This design comes from an exercise in tuning for small area, a short achievable clock period and few clock cycles on the open sky130 flow, not from production work. In this exercise RTL edits were held to simulation tests only and were not proved equivalent to the original. Power is estimated from default activity; no workload was simulated.

== run 1 ==
Design cpu_core, start of the top module:
module cpu_core(
    input           clk,
    input           rst_n,
    output [31:0]   imem_addr,
    input  [31:0]   imem_rdata,
    output [31:0]   dmem_addr,
    output          dmem_we,
    output [3:0]    dmem_wstrb,
    output [31:0]   dmem_wdata,
    input  [31:0]   dmem_rdata
);
export LEC_CHECK = 0
export CAP_MARGIN = 10
export CORE_MARGIN = 2
export CORE_UTILIZATION = 50
export CTS_BUF_LIST = sky130_fd_sc_hd__clkbuf_4 sky130_fd_sc_hd__clkbuf_8
export CTS_CLUSTER_DIAMETER = 60
export CTS_CLUSTER_SIZE = 12
export PLACE_DENSITY = 0.65
export SETUP_SLACK_MARGIN = 5
export SLEW_MARGIN = 10
create_clock -name core_clock -period 13.0 [get_ports {clk}]
standard.sh (not shown) runs the stock make flow with config.mk's settings and CLKGATE_MAP_FILE= SYNTH_SCRIPT=/design/flow/synth_recipe.tcl, a recipe that flattens the netlist after the stock synthesis.
==> flow/flow/run.sh <==
#!/bin/bash
set -euo pipefail
bash standard.sh SETUP_SLACK_MARGIN=7.3 MATCH_CELL_FOOTPRINT=0 \
  "BUFFER_PORTS_ARGS=-buffer_cell sky130_fd_sc_hd__buf_2" finish > run_standard.log 2>&1
Run 1 | status: complete | timing, DRC, antenna: pass
Testbench counts of run 1, summed over its fixed seeds: cycles 76,130.
diff inputs: run 1 => run 2
- CTS_CLUSTER_DIAMETER: 60 -> unset
- CTS_CLUSTER_SIZE: 12 -> unset
## What came out
Run 2: full flow OK, the timing, DRC and antenna checks passed. Routed wire length per instance: higher on run 1. The setup slack of run 2 exceeds that of run 1 by 59 ps. Run 2 vs run 1 — synthesis-to-layout area growth rose 2.2 points. Looking at count of clock-buffer cells in the layout, run 2 sits 120 higher than run 1 does. Summary: with run 1 as the reference, number of global-route vias before repair in run 2 moved up slightly. Lower final instance area among run 2 and run 1: run 1. Register-to-register slack on run 2 is up relative to run 1. Fraction of met1 tracks used by global routing delta (run 2 -> run 1): insignificant. The run showing the greater detailed-routed wire length on met3 is run 2.
## Diff of input files: run 3 against run 2
- CTS_CLUSTER_SIZE newly set to 12
- CTS_CLUSTER_DIAMETER newly set to 60
-- flow/flow/run.sh --
<<< run 2, line 3
bash standard.sh SETUP_SLACK_MARGIN=7.3 MATCH_CELL_FOOTPRINT=0 \
>>> run 3, line 3
bash standard.sh SETUP_SLACK_MARGIN=7.6 MATCH_CELL_FOOTPRINT=0 \
==> comparison <==
- In run 3 the final worst-path cycle share turned out 1.4 points lower than in run 2.
- Comparing run 2 against run 3, there is no change at all in count of endpoints failing hold in the final timing report.
- Run 3: overall via count from detail_route is about 0.3% lower than what run 2 reported.
- Share of total power in combinational logic in run 3 vs run 2: up 3.6 points
- For total number of multi-input combinational cells, run 3 and run 2 come out practically identical.
- Run 3 against run 2: weighted congestion at the end of routability-driven global placement did not really move, clock group share of total power went down, sequential share of layout area went up.
- Final critical-path setup slack (lower): run 2

* * *

pine:
cpu_core, a different RTL version from the one above (not shown whole).
Size in the first run: about 9,000 cells after synthesis, roughly 170 I/O pins.
export LEC_CHECK = 0
export CAP_MARGIN = 10
export CORE_MARGIN = 2
export CORE_UTILIZATION = 50
export CTS_BUF_LIST = sky130_fd_sc_hd__clkbuf_4 sky130_fd_sc_hd__clkbuf_8
export PLACE_DENSITY = 0.65
export SETUP_SLACK_MARGIN = 5
export SLEW_MARGIN = 10
create_clock -name core_clock -period 13.0 [get_ports {clk}]
==> flow/flow/run.sh <==
#!/bin/bash
set -euo pipefail
bash standard.sh SETUP_SLACK_MARGIN=7.3 MATCH_CELL_FOOTPRINT=0 \
  "BUFFER_PORTS_ARGS=-buffer_cell sky130_fd_sc_hd__buf_2" finish > run_standard.log 2>&1
Testbench counts of pine, summed over its fixed seeds: cycles 76,130.
Here is what was changed in the inputs of cedar compared with pine.
Settings: CTS_CLUSTER_SIZE: unset -> 12; CTS_CLUSTER_DIAMETER: unset -> 60.
### Flow results
Clock share of power was lower in cedar than in pine.
cedar against pine: depth of the worst register-to-register path lost 7, met3 wire length grew by about 0.9%, count of clock-buffer cells in the layout fell 172, growth of design area from synthesis to finish went down, area of all placed cells without fillers down 2.1%.
The lower clock-pin slew on the worst setup and hold paths came out of pine.

afterwards: timing with drivers on the ports:
The flow's constraints put no driver on any port. The routed layouts listed below were extracted and timed again, unchanged, in two steps.
Step 1 assumes that a clkbuf_16 drives the clock port and a buf_2 every other input.
Step 2 adds t to the input delays and takes it off the output delays; t is the mean of the earliest and latest rising clock arrival at the registers after step 1. Input paths then give back, and output paths get back, about the clock's delay inside the block.
Three values: no drivers, after step 1, after step 2; two values: the first two.
| run | t (ns) | setup slack, ns | worst setup path after step 2 | worst register clock-pin slew, ns | worst slew at a driven data input, ns |
|---|---|---|---|---|---|
| run 1 | 1.127 | 6.966 / 6.897 / 5.770 | input to register | 0.10 / 0.10 | 0.25 |
| run 2 | 1.144 | 7.025 / 6.960 / 5.816 | input to register | 0.08 / 0.08 | 0.28 |
| run 3 | 1.105 | 7.208 / 7.263 / 6.158 | input to register | 0.10 / 0.10 | 0.17 |
| pine | 1.132 | 7.103 / 7.140 / 6.008 | input to register | 0.07 / 0.07 | 0.18 |
| cedar | 1.093 | 7.110 / 7.154 / 6.061 | input to register | 0.10 / 0.10 | 0.19 |
After both steps every run listed still meets setup and hold. The setup slack of run 2, which loses most, moves by -0.065 ns with the drivers and by -1.209 ns with both steps.
